Source: an optimization exercise on an open RTL-to-GDS flow (aim: small area, a short achievable clock period and few clock cycles). Production flows keep margins and buffers that such runs may drop. In this exercise RTL edits were held to simulation tests only and were not proved equivalent to the original. No activity file was given, so power comes from the tool's default toggle rates.

**design/flow/run.sh**
```bash
#!/bin/bash
# synth_recipe.tcl (not shown) runs the flow's synth.tcl, then flattens the netlist and writes it again
# the make line also repeats each setting of config.mk as NAME=value (left out here)
make -C /OpenROAD-flow-scripts/flow DESIGN_CONFIG=/design/flow/config.mk WORK_HOME=/design/flow/orfs CLKGATE_MAP_FILE= SYNTH_SCRIPT=/design/flow/synth_recipe.tcl finish
```
**design/flow/config.mk**
```make
export PLATFORM = sky130hd
export DESIGN_NAME = CPU
export DESIGN_NICKNAME = CPU
export VERILOG_FILES = /design/flow/design.v
export SDC_FILE = /design/flow/constraint.sdc
export NUM_CORES = 4
export LEC_CHECK = 0
export CAP_MARGIN = 20
export CORE_MARGIN = 2
export CORE_UTILIZATION = 40
export CTS_BUF_LIST = sky130_fd_sc_hd__clkbuf_4 sky130_fd_sc_hd__clkbuf_8
export PLACE_DENSITY = 0.6
export SETUP_SLACK_MARGIN = 5
export SLEW_MARGIN = 20
```
**design/flow/constraint.sdc**
```tcl
create_clock -name core_clock -period 10.0 [get_ports {clk}]
set_input_delay 2.0000 -clock core_clock [delete_from_list [all_inputs] [get_ports {clk}]]
set_output_delay 2.0000 -clock core_clock [all_outputs]
set_load 0.01 [all_outputs]
```
**design/flow/design.v**
```verilog
module CPU(
	input clk,
	input rst,
	output reg [15 : 0]PC,
	input  [31 : 0]instr,
	output [15 : 0]mem_addr,
	output [15 : 0]mem_data,
	output write,
	input  [15 : 0]mem_rdata,
	output [255 : 0]REGS,
	output halted
);
	reg [15 : 0] R [0 : 14];
	reg ZF, SF;
	reg halt_r, stuck_r;
	genvar gi;
	generate
		for (gi = 0; gi < 15; gi = gi + 1) begin : g_regs
			assign REGS[gi*16 +: 16] = R[gi];
		end
	endgenerate
	assign REGS[255 : 240] = 16'd0;
	assign halted = halt_r;
	reg        e_we;        
	reg        e_wmem;      
	reg        e_wsp;       
	reg        e_store;     
	reg        e_usesum;    
	reg        e_pop;       
	reg        e_w4;        
	reg        e_setcc, e_cin;
	reg [1 : 0] e_op;       
	reg [3 : 0] e_dst;
	reg [15 : 0] e_x, e_b, e_d;
	reg        m_we, m_wmem, m_wsp, m_store, m_mem, m_rspv;
	reg [3 : 0] m_dst;
	reg [15 : 0] m_addr, m_data, m_res;
	wire [15 : 0] sum = e_x + e_b + {15'd0, e_cin};
	reg  [15 : 0] v;
	always @(*) begin
		case (e_op)
			2'd0: v = sum;
			2'd1: v = e_x & e_b;
			2'd2: v = e_x ^ e_b;
			default: v = 16'd1;
		endcase
	end
	wire zf_l = e_setcc ? (v == 16'd0) : ZF;
	wire sf_l = e_setcc ? v[15] : SF;
	assign mem_addr = m_addr;
	assign mem_data = m_data;
	assign write = m_store;
	wire [15 : 0] wv = m_wmem ? mem_rdata : m_res;
	wire [3 : 0] icode = instr[3 : 0];
	wire [3 : 0] ifun  = instr[7 : 4];
	wire [3 : 0] rA    = instr[11 : 8];
	wire [3 : 0] rB    = instr[15 : 12];
	wire [15 : 0] valC_r = instr[31 : 16];
	wire [15 : 0] valC_j = instr[23 : 8];
	wire i_halt  = icode == 4'd0;
	wire i_rrmov = icode == 4'd2;
	wire i_irmov = icode == 4'd3;
	wire i_rmmov = icode == 4'd4;
	wire i_mrmov = icode == 4'd5;
	wire i_opq   = icode == 4'd6;
	wire i_jxx   = icode == 4'd7;
	wire i_call  = icode == 4'd8;
	wire i_ret   = icode == 4'd9;
	wire i_push  = icode == 4'd10;
	wire i_pop   = icode == 4'd11;
	wire i_inv   = icode >= 4'd13;
	function [15 : 0] byp;
		input [3 : 0] idx;
		begin
			if (e_we && !e_wmem && e_dst == idx)
				byp = v;
			else if (e_wsp && idx == 4'd4)
				byp = sum;
			else if (m_we && m_dst == idx)
				byp = wv;
			else if (m_wsp && idx == 4'd4)
				byp = m_res;
			else if (idx == 4'd15)
				byp = 16'd0;
			else
				byp = R[idx];
		end
	endfunction
	wire [15 : 0] a_eff = byp(rA);
	wire [15 : 0] b_eff = byp(rB);
	wire [15 : 0] s_eff = byp(4'd4);
	wire e_load = e_we && e_wmem;
	wire hz_a = e_load && e_dst == rA;
	wire hz_b = e_load && e_dst == rB;
	wire hz_s = e_load && e_dst == 4'd4;
	wire use_a = i_rrmov || i_rmmov || i_opq || i_push;
	wire use_b = i_rmmov || i_mrmov || i_opq;
	wire use_s = i_push || i_pop || i_call;
	wire ret_ok = !m_mem && m_rspv && !e_w4 && !e_store;
	wire stall = (use_a && hz_a) || (use_b && hz_b) || (use_s && hz_s) ||
	             (i_ret && !ret_ok) ||
	             (i_halt && (e_we || e_wsp || e_store));
	wire run = !halt_r && !stuck_r;
	wire go  = run && !stall;    
	wire cond = (ifun == 4'd0) || (ifun == 4'd1 && sf_l) ||
	            (ifun == 4'd2 && zf_l) || (ifun == 4'd3 && !zf_l);
	wire [15 : 0] p8  = PC + 16'd8;
	wire [15 : 0] p16 = PC + 16'd16;
	wire [15 : 0] p24 = PC + 16'd24;
	wire [15 : 0] p32 = PC + 16'd32;
	reg  [15 : 0] valP;
	always @(*) begin
		case (icode)
			4'd2, 4'd6, 4'd10, 4'd11: valP = p16;
			4'd3, 4'd4, 4'd5:         valP = p32;
			4'd7, 4'd8:               valP = p24;
			default:                  valP = p8;
		endcase
	end
	wire [15 : 0] pc_next = i_ret ? mem_rdata :
	                        (i_call || (i_jxx && cond)) ? valC_j : valP;
	wire f_sub = i_opq && ifun == 4'd1;
	wire f_wmem = i_mrmov || i_pop;
	wire f_we = ((i_rrmov || i_irmov || i_opq) && rB != 4'd15) ||
	            (f_wmem && rA != 4'd15) || i_push || i_call || i_ret;
	wire [3 : 0] f_dst = (i_push || i_call || i_ret) ? 4'd4 : f_wmem ? rA : rB;
	wire f_w4 = (f_we && f_dst == 4'd4) || i_pop;
	reg [1 : 0] f_op;
	always @(*) begin
		if (i_opq)
			case (ifun)
				4'd0, 4'd1: f_op = 2'd0;
				4'd2: f_op = 2'd1;
				4'd3: f_op = 2'd2;
				default: f_op = 2'd3;
			endcase
		else
			f_op = 2'd0;
	end
	wire [15 : 0] f_x = (i_rrmov || i_opq) ? (a_eff ^ {16{f_sub}}) :
	                    (i_push || i_call) ? 16'hFFF8 :
	                    (i_pop || i_ret) ? 16'd8 : valC_r;
	wire [15 : 0] f_b = (i_rmmov || i_mrmov || i_opq) ? b_eff :
	                    (i_push || i_pop || i_call || i_ret) ? s_eff : 16'd0;
	wire [15 : 0] f_dd = i_call ? p24 : a_eff;
	wire [15 : 0] wbus = rst ? 16'd0 : wv;
	integer k;
	always @(posedge clk) begin
		for (k = 0; k < 15; k = k + 1)
			if (rst || (m_we && m_dst == k))
				R[k] <= wbus;
			else if (k == 4 && m_wsp)
				R[k] <= m_res;
	end
	always @(posedge clk) begin
		if (rst) begin
			PC <= 16'd0;
			halt_r <= 1'b0;
			stuck_r <= 1'b0;
			ZF <= 1'b0;
			SF <= 1'b0;
			e_we <= 1'b0;
			e_wsp <= 1'b0;
			e_store <= 1'b0;
			e_usesum <= 1'b0;
			e_pop <= 1'b0;
			e_setcc <= 1'b0;
			e_w4 <= 1'b0;
			m_we <= 1'b0;
			m_wsp <= 1'b0;
			m_store <= 1'b0;
			m_mem <= 1'b0;
			m_rspv <= 1'b0;
		end else begin
			if (e_setcc) begin
				ZF <= v == 16'd0;
				SF <= v[15];
			end
			m_we <= e_we;
			m_wsp <= e_wsp;
			m_store <= e_store;
			m_mem <= e_usesum || e_pop;
			m_rspv <= !hz_s;
			if (go) begin
				if (i_halt)
					halt_r <= 1'b1;
				else if (i_inv)
					stuck_r <= 1'b1;
				else
					PC <= pc_next;
			end
			e_we <= go && f_we;
			e_wsp <= go && i_pop;
			e_store <= go && (i_rmmov || i_push || i_call);
			e_usesum <= go && (i_rmmov || i_mrmov || i_push || i_call);
			e_pop <= go && i_pop;
			e_setcc <= go && i_opq;
			e_w4 <= go && f_w4;
		end
		e_op <= f_op;
		e_cin <= f_sub;
		e_dst <= f_dst;
		e_wmem <= f_wmem;
		e_x <= f_x;
		e_b <= f_b;
		e_d <= f_dd;
		m_dst <= e_dst;
		m_wmem <= e_wmem;
		m_res <= v;
		m_data <= e_d;
		m_addr <= e_pop ? e_b : e_usesum ? sum : s_eff;
	end
endmodule
```
==> impl_summary.txt, run 1 <==
----------------------------------------------------
[Outcome]
  Result of the run ... finished clean

[Timing]
  Final-report hold violation count ... 0
  Crit path setup slack, layout ... 5.07 ns
  Max-slew violation total from the final report ... 0
  Worst-Margin Slew ... 1.20 ns
  Final sum of negative setup slack ... 0 ns
  Minimum clock period ... 4.93 ns
  Count of final setup violators ... 0
  Normalized max-slew margin ... 0.197
  Fmax ... 203 MHz
  Setup repair after global routing missed its margin ... no
  Skew final ... 0.0360 ns
  Share of the clock period used by the worst path ... 0.493

[Synth]
  Share of the synthesized area in the top cell type ... 0.335
  Top area cells in the synthesized netlist ... sky130_fd_sc_hd__edfxtp_1 34%, sky130_fd_sc_hd__dfxtp_1 16%, sky130_fd_sc_hd__a22oi_1 6.0%, sky130_fd_sc_hd__nand2_1 3.6%, sky130_fd_sc_hd__a21oi_1 3.5%
  Library cell occupying the most area in the post-synthesis netlist ... sky130_fd_sc_hd__edfxtp_1
  Number of distinct library cell variants in the gate-level netlist after synthesis ... 92
  Post-synthesis sequential element count ... 380
  Dominant register cell in the synthesized netlist ... sky130_fd_sc_hd__edfxtp_1
  Ys Warns ... 2
  Proportion of register bits with asynchronous set or reset after synthesis ... 0
  Number of flops mapped to enable cells by yosys ... 224
  Post-synthesis instance total ... 2,070
  Synthesized cell area ... 20,100 um2
  Sequential fraction of the synthesis area ... 0.491
  Avg Inst Size Synth ... 9.69 um2

[Cells and area]
  Layout Area Growth over Synthesis ... 29.8%
  Final Util ... 0.522
  Fraction of final layout cells with drive strength greater than 1 ... 0.123
  Count of placed standard cells in the final layout, fillers left out ... 3,122
  Number of nets at the end of the flow ... 2,465

[Clocking]
  Cts bufs inserted ... 69
  Maximum buffer depth of the clock tree ... 3
  Deepest level of the CTS H-tree ... 3
  Clock net sink count ... 380
  Quantity of hold-fixing buffers added after cts ... 0
  Latest clock arrival within the worst-skew pair ... 0.68 ns
  CTS tree ... done
  Clock transition at path regs ... 0.06 ns
  Clk root buf ... sky130_fd_sc_hd__clkbuf_8

[Critical path]
  Start-to-end type of the worst setup path ... primary input to flop
  Kind of start point of the critical path ... primary input
  Maximum net fanout on the critical path ... 23
  Capturing element type of the critical path ... flop
  CP Data Arrival Time ... 5.46 ns
  Critical path required time ... 10.54 ns
  Reg-to-reg slack, setup ... 5.42 ns

[Global routing]
  Largest net degree at the start of global routing ... 68
  Grt total ovfl ... 0
  Wire length of the first global-routing pass ... 137,000 um
  Global-route usage over all layers ... 0.358
  Antenna violations before repair ... 2
  Number of global-route vias before repair ... 19.5k

[Place]
  Dpl hpwl ... 68,300 um
  Global placer's final weighted congestion ... 0.999
  Buffers added on ports ... 339
  Total instance count after detailed placement ... 2,973
  Place WS ... 3.79 ns

[Die]
  Floorplan die height ... 228 um
  Die ar. ... 51,900 um2
  I/O pin cnt ... 356
  Row count ... 82
  Die boundary width ... 228 um
  Initial core utilization ... 0.402
  Core box area ... 49,900 um2

[Drt]
  Routed wire length per instance ... 31.1 um
  Via/cell ratio ... 6.56
  Routed via count ... 20.5k
  Detailed-router iteration count before antenna repair ... 11
  Remaining number of nets flagged by the antenna check after routing ... 0
  Total DRC errors in the routed layout ... 0
  Total detailed-routing wirelength ... 97,100 um
  Violation count after the first detailed-routing iteration ... 4,082

[Hold path]
  Path type of the worst min-delay path ... flop to flop

[Pwr]
  Worst VDD drop ... 0.113 mV
  Post-layout power ... 4.69 mW
  Leakage ... 9.37 nW
  PwrDens ... 180 nW/um2

[Job]
  Count of maximum capacitance violations ... 0

----------------------------------------------------
per-layer routing:
| layer | vias up | global-route usage | wire, um |
|---|---|---|---|
| met5 | - | 0 | 9 |
| met1 | 9741 | 0.472 | 37700 |
| met3 | 397 | 0.112 | 12600 |
| li1 | 8578 | - | - |
| met4 | 2 | 0.168 | 5480 |
| met2 | 1763 | 0.534 | 41200 |
worst max-delay path: stages:
cell and delay [ns]:
sky130_fd_sc_hd__clkdlybuf4s50_1 0.46, sky130_fd_sc_hd__buf_4 0.34, sky130_fd_sc_hd__and4b_2 0.52, sky130_fd_sc_hd__a22oi_1 0.27, sky130_fd_sc_hd__nand3_1 0.13, sky130_fd_sc_hd__o221ai_2 0.31
sky130_fd_sc_hd__o21ai_0 0.13, sky130_fd_sc_hd__o21ai_0 0.29, sky130_fd_sc_hd__a21oi_1 0.12, sky130_fd_sc_hd__mux2_2 0.40, sky130_fd_sc_hd__xnor2_1 0.16, sky130_fd_sc_hd__a21oi_1 0.30
path summary, 6_finish.rpt:
kind	from	to	cells past startpoint
min	e_d[2]	m_data[2]	0
max reg2reg	e_b[0]	PC[5]	12
min reg2reg	e_d[2]	m_data[2]	0
max	instr[8]	e_x[9]	12
cell type report:
type,instances,area [um2]
Timing Repair Buffer,419,4070
Clock buffer,89,1140
Sequential cell,380,9850
Fill cell,4565,23800
Tap cell,672,841
Clock inverter,38,262
Multi-Input combinational cell,1475,9690
Antenna cell,2,5.00
Inverter,47,176
Yosys cell counts (8+ instances only):
library cell / count
sky130_fd_sc_hd__nor2b_1: 15
sky130_fd_sc_hd__ha_1: 21
sky130_fd_sc_hd__a211oi_1: 26
sky130_fd_sc_hd__nor4b_1: 9
sky130_fd_sc_hd__dfxtp_1: 156
sky130_fd_sc_hd__nand3_1: 67
sky130_fd_sc_hd__a31oi_1: 14
sky130_fd_sc_hd__a21o_1: 8
sky130_fd_sc_hd__o211ai_1: 22
sky130_fd_sc_hd__nand2b_1: 13
sky130_fd_sc_hd__buf_1: 16
sky130_fd_sc_hd__xnor2_1: 47
sky130_fd_sc_hd__nor2_1: 176
sky130_fd_sc_hd__inv_1: 45
sky130_fd_sc_hd__o41ai_1: 9
sky130_fd_sc_hd__a222oi_1: 35
sky130_fd_sc_hd__nand4_1: 33
sky130_fd_sc_hd__o221ai_1: 28
sky130_fd_sc_hd__o21ai_1: 12
sky130_fd_sc_hd__mux2_2: 15
sky130_fd_sc_hd__nor3_1: 51
sky130_fd_sc_hd__nand2_1: 190
sky130_fd_sc_hd__buf_2: 15
sky130_fd_sc_hd__xor2_1: 15
sky130_fd_sc_hd__mux2i_1: 34
sky130_fd_sc_hd__buf_4: 22
sky130_fd_sc_hd__clkbuf_1: 129
sky130_fd_sc_hd__o22ai_1: 22
sky130_fd_sc_hd__a22o_1: 10
sky130_fd_sc_hd__a22oi_1: 160
sky130_fd_sc_hd__o21ai_0: 125
sky130_fd_sc_hd__edfxtp_1: 224
sky130_fd_sc_hd__a21oi_1: 141
placed cells by master, fill, tap and decap left out, types with 9 or more instances in the layout:
cell type,instances
sky130_fd_sc_hd__clkdlybuf4s50_1,330
sky130_fd_sc_hd__edfxtp_1,224
sky130_fd_sc_hd__nand2_1,189
sky130_fd_sc_hd__nor2_1,175
sky130_fd_sc_hd__a22oi_1,160
sky130_fd_sc_hd__dfxtp_1,155
sky130_fd_sc_hd__a21oi_1,138
sky130_fd_sc_hd__o21ai_0,124
sky130_fd_sc_hd__clkbuf_8,76
sky130_fd_sc_hd__buf_4,70
sky130_fd_sc_hd__nand3_1,67
sky130_fd_sc_hd__xnor2_1,47
sky130_fd_sc_hd__inv_1,45
sky130_fd_sc_hd__nor3_1,45
sky130_fd_sc_hd__a222oi_1,35
sky130_fd_sc_hd__mux2i_1,34
sky130_fd_sc_hd__nand4_1,33
sky130_fd_sc_hd__a211oi_1,26
sky130_fd_sc_hd__o221ai_1,26
sky130_fd_sc_hd__o211ai_1,22
sky130_fd_sc_hd__o22ai_1,22
sky130_fd_sc_hd__ha_1,21
sky130_fd_sc_hd__clkinv_2,19
sky130_fd_sc_hd__conb_1,16
sky130_fd_sc_hd__mux2_2,15
sky130_fd_sc_hd__xor2_1,15
sky130_fd_sc_hd__a31oi_1,14
sky130_fd_sc_hd__nor2b_1,14
sky130_fd_sc_hd__o21ai_1,13
sky130_fd_sc_hd__clkbuf_4,13
sky130_fd_sc_hd__nand2b_1,12
sky130_fd_sc_hd__a22o_1,10
sky130_fd_sc_hd__clkinv_1,10
sky130_fd_sc_hd__o41ai_2,9
state kept, by name, indices dropped and copies added (netlist names), 2 cells and up:
signal,cells
e_dst,4
m_data,16
e_d,16
e_x,16
m_dst,4
e_op,2
R,240
e_b,16
m_addr,16
PC,16
m_res,16
through the flow:
step / hold slack (ns) / instance area (um2)
5_1_grt: 0.327 / 26000
3_5_place_dp: 0.312 / 24400
2_1_floorplan: 0.310 / 20100
3_3_place_gp: 0.314 / 24300
4_1_cts: 0.326 / 25800
6_report: 0.326 / 26000
cells by family after synthesis:
kind of cell	after synthesis	synth area share
AOI/OAI and AO/OA	707	0.245
buffers and inverters	230	0.0485
adders and majority gates	23	0.0151
and+or+nand+nor	617	0.147
xor gates and xnor gates	62	0.0271
muxes	50	0.0261
other	1	0.000187
DFF	380	0.491
timing repair:
action | in CTS | in global routing
setup buffers | 4 | 14
gates resized for setup | 11 | 17
pin swaps | 1 | 5
setup endpoints to repair | 35 | 29
where the power goes:
group,total [mW],leakage [nW],internal [mW],switching [mW]
logic,1.08,5.04,0.435,0.643
clock network,1.54,0.751,0.813,0.728
registers,2.07,3.58,1.87,0.197
total,4.69,9.37,3.12,1.57
Testbench counts, summed over its fixed seeds: cycles 160,804.
==> inputs of run 2 (changes only) <==
==> design/flow/flow/run.sh (new file) <==
#!/bin/bash
# Layout flow: the standard ORFS flow, with the port buffers made from
# the smallest buffer cell (instead of the resizer's default pick) and
# smaller clock-tree buffers. Each tool's full output goes to make.log here
# and to the ORFS logs under orfs/logs.
set -euo pipefail
bash standard.sh \
  "BUFFER_PORTS_ARGS=-buffer_cell sky130_fd_sc_hd__buf_1" \
  "CTS_BUF_LIST=sky130_fd_sc_hd__clkbuf_4 sky130_fd_sc_hd__clkbuf_8" \
  SETUP_SLACK_MARGIN=5 \
  finish > make.log 2>&1
==> design/flow/standard.sh (new file) <==
#!/bin/bash
# synth_recipe.tcl (not shown) runs the flow's synth.tcl, then flattens the netlist and writes it again
# the make line also repeats each setting of config.mk as NAME=value (left out here)
make -C /OpenROAD-flow-scripts/flow DESIGN_CONFIG=/design/flow/config.mk WORK_HOME=/design/flow/orfs CLKGATE_MAP_FILE= SYNTH_SCRIPT=/design/flow/synth_recipe.tcl "${@:-finish}"
--- a/design/flow/config.mk
+++ b/design/flow/config.mk
@@ -8,7 +8,5 @@
 export CAP_MARGIN = 20
 export CORE_MARGIN = 2
 export CORE_UTILIZATION = 40
-export CTS_BUF_LIST = sky130_fd_sc_hd__clkbuf_4 sky130_fd_sc_hd__clkbuf_8
 export PLACE_DENSITY = 0.6
-export SETUP_SLACK_MARGIN = 5
 export SLEW_MARGIN = 20
removed: design/flow/run.sh
==> impl_summary.txt, run 2 <==
----------------------------------------------------
[Outcome]
  Result of the run ... finished clean

[Drt]
  Via/cell ratio ... 6.54 (-0.27%)
  Routed wire length per instance ... 29.9 um (-4.0%)
  Routed via count ... 20.3k (-0.98%)
  Total DRC errors in the routed layout ... 0 (unchanged)
  Total detailed-routing wirelength ... 92,600 um (-4.7%)
  Remaining number of nets flagged by the antenna check after routing ... 0 (unchanged)
  Violation count after the first detailed-routing iteration ... 3,612 (-12%)
  Detailed-router iteration count before antenna repair ... 10 (-1)

[Synth]
  Number of flops mapped to enable cells by yosys ... 224 (unchanged)
  Post-synthesis instance total ... 2,070 (unchanged)
  Avg Inst Size Synth ... 9.69 um2 (unchanged)
  Sequential fraction of the synthesis area ... 0.491 (unchanged)
  Synthesized cell area ... 20,100 um2 (unchanged)
  Share of the synthesized area in the top cell type ... 0.335 (unchanged)
  Post-synthesis sequential element count ... 380 (unchanged)
  Ys Warns ... 2 (unchanged)
  Library cell occupying the most area in the post-synthesis netlist ... sky130_fd_sc_hd__edfxtp_1
  Dominant register cell in the synthesized netlist ... sky130_fd_sc_hd__edfxtp_1
  Top area cells in the synthesized netlist ... sky130_fd_sc_hd__edfxtp_1 34%, sky130_fd_sc_hd__dfxtp_1 16%, sky130_fd_sc_hd__a22oi_1 6.0%, sky130_fd_sc_hd__nand2_1 3.6%, sky130_fd_sc_hd__a21oi_1 3.5%
  Proportion of register bits with asynchronous set or reset after synthesis ... 0 (unchanged)
  Top-count cell post-synth ... sky130_fd_sc_hd__edfxtp_1
  Commonest cells post-synth ... 224 x sky130_fd_sc_hd__edfxtp_1, 190 x sky130_fd_sc_hd__nand2_1, 176 x sky130_fd_sc_hd__nor2_1
  Number of distinct library cell variants in the gate-level netlist after synthesis ... 92 (unchanged)

[Cells and area]
  Antenna Cells ... 0 (-2)
  Number of nets at the end of the flow ... 2,445 (-0.81%)
  Fill cell total of the finished layout ... 4,855 (+6.4%)
  Area used by sequential logic in the layout ... 9850 um2 (unchanged)
  Flip-flop count of the largest register, all copies and words added ... 240 (unchanged)
  Area of the multi-input gates ... 9650 um2 (-0.37%)
  Fraction of final layout cells with drive strength greater than 1 ... 0.112 (-0.0109)
  Commonest cells after routing, fill and taps aside ... 337 x sky130_fd_sc_hd__buf_1, 224 x sky130_fd_sc_hd__edfxtp_1, 188 x sky130_fd_sc_hd__nand2_1
  Layout Area Growth over Synthesis ... 18.8%
  Register with the most flip-flops ... R
  Commonest non-fill, non-tap cell in the layout ... sky130_fd_sc_hd__buf_1

[Timing]
  Normalized max-slew margin ... 0.151 (-0.0458)
  Worst-Margin Slew ... 1.27 ns (+0.0690 ns)
  Minimum clock period ... 4.83 ns (-0.0935 ns)
  Count of final setup violators ... 0 (unchanged)
  Skew final ... 0.0546 ns (+0.0186 ns)
  Final sum of negative setup slack ... 0 ns (unchanged)
  Setup repair after global routing missed its margin ... no
  Crit path setup slack, layout ... 5.17 ns (+0.0935 ns)
  Share of the clock period used by the worst path ... 0.483 (-0.00935)
  Worst hold margin ... 0.327 ns (+0.00163 ns)
  Final-report hold violation count ... 0 (unchanged)
  Fmax ... 207 MHz (+1.9%)
  Max-slew violation total from the final report ... 0 (unchanged)

[Place]
  Dpl hpwl ... 65,500 um (-4.1%)
  Buffers added on ports ... 339 (unchanged)
  Place WS ... 4.36 ns (+0.569 ns)
  Global placer's final weighted congestion ... 0.971 (-2.8%)

[Hold path]
  Cell depth of the worst hold path ... 0 (unchanged)
  Path type of the worst min-delay path ... flop to flop

[Die]
  Core box area ... 49,900 um2 (unchanged)
  Row count ... 82 (unchanged)
  I/O pin cnt ... 356 (unchanged)
  Die ar. ... 51,900 um2 (unchanged)
  Die boundary width ... 228 um (unchanged)
  Initial core utilization ... 0.402 (unchanged)
  Floorplan die height ... 228 um (unchanged)

[Critical path]
  CP Data Arrival Time ... 5.41 ns (-0.05 ns)
  Length in cells of the worst reg-to-reg path ... 13 (+1)
  Critical path required time ... 10.58 ns (+0.04 ns)
  Start-to-end type of the worst setup path ... primary input to flop
  Capturing element type of the critical path ... flop
  Kind of start point of the critical path ... primary input
  Maximum net fanout on the critical path ... 20 (-13%)

[Global routing]
  Number of global-route vias before repair ... 19.0k (-2.3%)
  Largest net degree at the start of global routing ... 68 (unchanged)
  Wire length of the first global-routing pass ... 132,000 um (-3.6%)
  Grt total ovfl ... 0 (unchanged)
  Global-route usage over all layers ... 0.342 (-0.0155)
  Antenna violations before repair ... 2 (unchanged)

[Pwr]
  Leakage ... 8.39 nW (-10%)
  PwrDens ... 196 nW/um2 (+8.9%)
  Worst VDD drop ... 0.112 mV (-0.54%)

[Clocking]
  Deepest level of the CTS H-tree ... 3 (unchanged)
  Clock transition at path regs ... 0.07 ns (about the same)
  Clk root buf ... sky130_fd_sc_hd__clkbuf_8
  Cts bufs inserted ... 69 (unchanged)
  Clock net sink count ... 380 (unchanged)
  Maximum buffer depth of the clock tree ... 3 (unchanged)
  CTS tree ... done
  Latest clock arrival within the worst-skew pair ... 0.70 ns (+0.02 ns)
  Quantity of hold-fixing buffers added after cts ... 0 (unchanged)

[Job]
  Count of maximum capacitance violations ... 0 (unchanged)

----------------------------------------------------
## run 2: changes by cell type in the layout (fill, tap and decap cells not counted), moves of 4 or more
cell                              before  now
sky130_fd_sc_hd__buf_1                 0  337
sky130_fd_sc_hd__clkdlybuf4s50_1     330    0
sky130_fd_sc_hd__buf_4                70   60
sky130_fd_sc_hd__clkinv_2             19   11
sky130_fd_sc_hd__bufinv_16             2    8
sky130_fd_sc_hd__buf_12                5    0
sky130_fd_sc_hd__buf_6                 4    0
sky130_fd_sc_hd__dlymetal6s2s_1        4    0
## run 2: critical path: stages
cell and delay [ns]:
sky130_fd_sc_hd__clkdlybuf4s15_1 0.63, sky130_fd_sc_hd__inv_1 0.32, sky130_fd_sc_hd__nand2_1 0.17, sky130_fd_sc_hd__nor3_1 0.05, sky130_fd_sc_hd__o311a_1 0.36, sky130_fd_sc_hd__nor3_1 0.58
sky130_fd_sc_hd__nand2_2 0.44, sky130_fd_sc_hd__nor2_1 0.35, sky130_fd_sc_hd__o21a_1 0.22, sky130_fd_sc_hd__o21ai_1 0.08, sky130_fd_sc_hd__o211ai_1 0.20
## run 2: cell families after synthesis
family	count (synthesis)	synth area share
compound gates	707	0.245
simple gates	617	0.147
flops	380	0.491
buf+inv	230	0.0485
xor+xnor	62	0.0271
mux	50	0.0261
fa+ha+maj	23	0.0151
other cells	1	0.000187
## run 2: timing repair
item	CTS	global route
hold endpoints to repair	0	0
setup buffers	0	0
gates resized for setup	0	5
endpoints found under the setup margin	0	26
## run 2: path summary, 6_finish.rpt
check / from / endpoint / slack [ns]
hold / removal: e_d[0] / m_data[0] / 0.33
setup reg to reg: e_b[0] / PC[13] / 5.49
setup / recovery: instr[0] / PC[8] / 5.17
hold reg to reg: e_d[0] / m_data[0] / 0.33
## run 2: layout make-up
cell class	instances	area share
sequential	380	0.413
multi-input combinational	1475	0.405
timing repair buffer	399	0.0726
clock buffer	87	0.0474
tap	672	0.0353
clock inverter	40	0.0189
inverter	47	0.00740
## run 2: power by group
part / switching (mW) / internal (mW) / leakage, nW
Clock: 0.746 / 0.965 / 0.812
Combinational: 0.634 / 0.270 / 4.00
Sequential: 0.184 / 1.87 / 3.58
Total: 1.56 / 3.11 / 8.39
## run 2: metrics by stage
step                      total power [mW]  cells  utilization  area, um2
final                                 4.67   3100        0.478      23800
after global routing                  4.82   3100        0.478      23800
after CTS                             4.64   3100        0.477      23800
after detailed placement              2.95   2973        0.446      22200
after global placement                2.94   2973        0.446      22200
after floorplan                       2.52   2085            -      20100
## run 2: layer usage
metal	share of wire	track usage	up-vias
li1	-	-	8528
met1	0.39	0.455	9772
met2	0.43	0.508	1663
met3	0.13	0.109	316
met4	0.052	0.157	2
met5	0.00014	0	-
==> inputs of run 3 (changes only) <==
--- a/design/flow/flow/run.sh
+++ b/design/flow/flow/run.sh
@@ -7,5 +7,5 @@
 bash standard.sh \
   "BUFFER_PORTS_ARGS=-buffer_cell sky130_fd_sc_hd__buf_1" \
   "CTS_BUF_LIST=sky130_fd_sc_hd__clkbuf_4 sky130_fd_sc_hd__clkbuf_8" \
-  SETUP_SLACK_MARGIN=5 \
+  SETUP_SLACK_MARGIN=6.6 \
   finish > make.log 2>&1
==> impl_summary.txt, run 3 <==
----------------------------------------------------
[Timing]
  Count of final setup violators ... 0 (unchanged)
  Normalized max-slew margin ... 0.210 (+0.0590)
  Minimum clock period ... 3.88 ns (-0.958 ns)
  Final sum of negative setup slack ... 0 ns (unchanged)
  Worst-Margin Slew ... 1.18 ns (-0.0887 ns)
  Crit path setup slack, layout ... 6.12 ns (+0.958 ns)
  Fmax ... 258 MHz (+25%)
  Final-report hold violation count ... 0 (unchanged)
  Setup repair after global routing missed its margin ... yes
  Share of the clock period used by the worst path ... 0.388 (-0.0958)
  Skew final ... 0.0601 ns (+0.00547 ns)
  Max-slew violation total from the final report ... 0 (unchanged)

[Clocking]
  CTS tree ... done
  Clock transition at path regs ... 0.06 ns (about the same)
  Clock net sink count ... 380 (unchanged)
  Latest clock arrival within the worst-skew pair ... 0.68 ns (-0.02 ns)
  Clk root buf ... sky130_fd_sc_hd__clkbuf_8
  Cts bufs inserted ... 71 (+2.9%)
  Deepest level of the CTS H-tree ... 3 (unchanged)
  Maximum buffer depth of the clock tree ... 3 (unchanged)

[Synth]
  Synthesized cell area ... 20,100 um2 (unchanged)
  Commonest cells post-synth ... 224 x sky130_fd_sc_hd__edfxtp_1, 190 x sky130_fd_sc_hd__nand2_1, 176 x sky130_fd_sc_hd__nor2_1
  Share of the synthesized area in the top cell type ... 0.335 (unchanged)
  Top-count cell post-synth ... sky130_fd_sc_hd__edfxtp_1
  Ys Warns ... 2 (unchanged)
  Number of flops mapped to enable cells by yosys ... 224 (unchanged)
  Post-synthesis sequential element count ... 380 (unchanged)
  Sequential fraction of the synthesis area ... 0.491 (unchanged)
  Avg Inst Size Synth ... 9.69 um2 (unchanged)
  Dominant register cell in the synthesized netlist ... sky130_fd_sc_hd__edfxtp_1
  Number of distinct library cell variants in the gate-level netlist after synthesis ... 92 (unchanged)
  Proportion of register bits with asynchronous set or reset after synthesis ... 0 (unchanged)
  Post-synthesis instance total ... 2,070 (unchanged)
  Library cell occupying the most area in the post-synthesis netlist ... sky130_fd_sc_hd__edfxtp_1
  Top area cells in the synthesized netlist ... sky130_fd_sc_hd__edfxtp_1 34%, sky130_fd_sc_hd__dfxtp_1 16%, sky130_fd_sc_hd__a22oi_1 6.0%, sky130_fd_sc_hd__nand2_1 3.6%, sky130_fd_sc_hd__a21oi_1 3.5%

[Critical path]
  Maximum net fanout on the critical path ... 10 (-50%)
  Start-to-end type of the worst setup path ... primary input to flop
  Critical path required time ... 10.49 ns (-0.09 ns)
  Kind of start point of the critical path ... primary input
  Worst path cell trace ... buf_6 -> buf_12 -> clkinvlp_4 -> buf_12 -> buf_4 -> nor4b_4 -> buf_6 -> a222oi_1 -> nand3_1 -> o221ai_2 -> o21ai_2 -> o21ai_2 -> a21oi_1 -> a21oi_1 -> o22ai_2
  Critical-path cell with the highest stage delay ... sky130_fd_sc_hd__a222oi_1
  Capturing element type of the critical path ... flop
  Largest stage delay on the critical path ... 0.33 ns (-0.30 ns)
  CP Data Arrival Time ... 4.36 ns (-1.05 ns)

[Die]
  Row count ... 82 (unchanged)
  Initial core utilization ... 0.402 (unchanged)
  I/O pin cnt ... 356 (unchanged)
  Die boundary width ... 228 um (unchanged)
  Core box area ... 49,900 um2 (unchanged)
  Floorplan die height ... 228 um (unchanged)
  Die ar. ... 51,900 um2 (unchanged)

[Global routing]
  Number of global-route vias before repair ... 21.3k (+12%)
  Met2 Usage GRT ... 0.591 (+0.0827)
  Wire length of the first global-routing pass ... 151,000 um (+14%)
  Peak-usage layer in the global routing report ... met2
  Global-route usage over all layers ... 0.395 (+0.0528)
  Grt total ovfl ... 0 (unchanged)
  Largest net degree at the start of global routing ... 68 (unchanged)
  Met3 track demand over resource ... 0.138 (+0.0288)
  Antenna violations before repair ... 7 (+5)
  Met1 Usage GRT ... 0.489 (+0.0334)

[Cells and area]
  Register with the most flip-flops ... R
  Fraction of final layout cells with drive strength greater than 1 ... 0.299 (+0.186)
  Number of nets at the end of the flow ... 2,691 (+10%)
  Commonest non-fill, non-tap cell in the layout ... sky130_fd_sc_hd__buf_1
  Layout Area Growth over Synthesis ... 43.1%
  Commonest cells after routing, fill and taps aside ... 329 x sky130_fd_sc_hd__buf_1, 224 x sky130_fd_sc_hd__edfxtp_1, 172 x sky130_fd_sc_hd__buf_4
  Flip-flop count of the largest register, all copies and words added ... 240 (unchanged)
  Post-route cell area ... 28,700 um2 (+20%)

[Pwr]
  Switching share of power ... 0.344 (+0.00968)
  Switching pwr ... 1.70 mW (+8.8%)
  Comb pwr share ... 0.240 (+0.046)
  Cell Int Power ... 3.24 mW (+4.2%)
  Seq pwr share ... 0.419 (-0.021)
  PwrDens ... 172 nW/um2 (-12%)
  Leakage ... 10.5 nW (+26%)
  Post-layout power ... 4.94 mW (+5.8%)
  Worst VDD drop ... 0.150 mV (+34%)
  Fraction of power consumed by the clock network ... 0.341 (-0.025)

[Place]
  Placed cell areas ... 22,700 um2 (+2.1%)
  Dpl hpwl ... 67,400 um (+2.9%)
  Buffers added on ports ... 339 (unchanged)
  Place WS ... 4.43 ns (+0.0772 ns)
  Global placer's final weighted congestion ... 1.02 (+4.9%)

[Outcome]
  Result of the run ... finished clean

[Drt]
  Total detailed-routing wirelength ... 107,000 um (+16%)
  Violation count after the first detailed-routing iteration ... 4,736 (+31%)
  Routed via count ... 22.5k (+11%)
  Via/cell ratio ... 6.74 (+3.1%)
  Routed wire length per instance ... 32.1 um (+7.5%)
  Total DRC errors in the routed layout ... 0 (unchanged)
  Detailed-router iteration count before antenna repair ... 12 (+2)
  Remaining number of nets flagged by the antenna check after routing ... 0 (unchanged)

[Hold path]
  Path type of the worst min-delay path ... flop to flop

[Job]
  Count of maximum capacitance violations ... 0 (unchanged)

----------------------------------------------------
[run 3: cell types whose count changed in the layout (fill, tap and decap cells not counted), sizes merged, moves of 2 or more]
cell	change
clkinvlp	+2
diode	+3
clkinv	-8
bufinv	-2
bufbuf	+2
buf	+225
clkbuf	+21
[run 3: area by class of cell]
type / instances / area (um2)
fillers: 4262 / 21200
multi-input cells: 1478 / 11500
flip-flops and latches: 380 / 9880
repair buffers: 640 / 4810
clock buffers: 93 / 1190
well taps: 672 / 841
clock inverters: 31 / 319
inverters: 47 / 188
diodes: 3 / 7.51
[run 3: critical path: cells and delay by family]
kind                   cells  cell delay [ns]
AOI/OAI and AO/OA          7             1.34
and+or+nand+nor            2             0.27
buffers and inverters      6             0.73
[run 3: power groups by stage]
| stage | Clock [mW] | Sequential [mW] | Combinational, mW |
|---|---|---|---|
| 2_1_floorplan | 0 | 2.06 | 0.518 |
| 3_3_place_gp | 0 | 2.08 | 0.908 |
| 3_5_place_dp | 0 | 2.08 | 0.909 |
| 4_1_cts | 1.68 | 2.06 | 1.09 |
| 5_1_grt | 1.75 | 2.08 | 1.22 |
| 6_report | 1.68 | 2.07 | 1.18 |
[run 3: path summary, 6_finish.rpt]
kind	startpoint	endpoint	slack, ns	depth (start not counted)
worst min-delay path	e_d[15]	m_data[15]	0.32	0
worst max-delay path	instr[14]	e_b[9]	6.12	15
worst max register to register	e_b[0]	PC[6]	6.28	16
worst min register to register	e_d[15]	m_data[15]	0.32	0
[run 3: kinds of logic after synthesis]
group	count (synthesis)	synth area share
AND/OR/NAND/NOR	617	0.147
multiplexers	50	0.0261
AO/OA/AOI/OAI	707	0.245
flip-flops	380	0.491
XOR/XNOR	62	0.0271
other	1	0.000187
adder cells (fa/ha/maj)	23	0.0151
buffers and inverters	230	0.0485
[run 3: what timing repair did]
item | in CTS | in global routing
resized for setup | 360 | 111
setup buffers | 189 | 36
hold buffers | 0 | 0
cloned | 21 | 1
pin swaps | 212 | 131
setup endpoints to repair | 253 | 133
[run 3: metrics by stage]
| step | utilization | hold slack (ns) | std cells |
|---|---|---|---|
| 6_report | 0.575 | 0.324 | 3344 |
| 5_1_grt | 0.575 | 0.331 | 3344 |
| 4_1_cts | 0.560 | 0.320 | 3304 |
| 3_5_place_dp | 0.455 | 0.317 | 2970 |
| 3_3_place_gp | 0.455 | 0.310 | 2970 |
| 2_1_floorplan | - | 0.310 | 2085 |
[run 3: layer usage]
metal  vias to the layer above  share of wire
li1                       9045              -
met1                     10667           0.35
met2                      2183           0.42
met3                       650           0.14
met4                         4          0.084
met5                         -        0.00025

re-timing with driven ports:
The results above use ideal ports. As a check the final layouts listed here were re-extracted and re-timed, cells and wires unchanged. Step 1: set_driving_cell puts a clkbuf_16 on clk and a buf_2 on each other input, an assumption about the parent block. Step 2 also shifts input and output timing later by t, the mid clock arrival at the registers, as if the neighbouring blocks saw the same clock. Slacks: ideal / step 1 / step 2; pairs: ideal / step 1.
run | shift t [ns] | setup slack, ns | slew at the worst register clock pin (ns)
run 1 | 0.712 | 5.073 / 5.086 / 4.374 | 0.07 / 0.07
run 2 | 0.729 | 5.166 / 5.200 / 4.471 | 0.07 / 0.07
run 3 | 0.711 | 6.124 / 6.035 / 5.325 | 0.08 / 0.08
After both steps setup and hold are still met in every run listed. The setup slack of run 3, which loses most, moves by -0.089 ns with the drivers and by -0.799 ns with both steps.
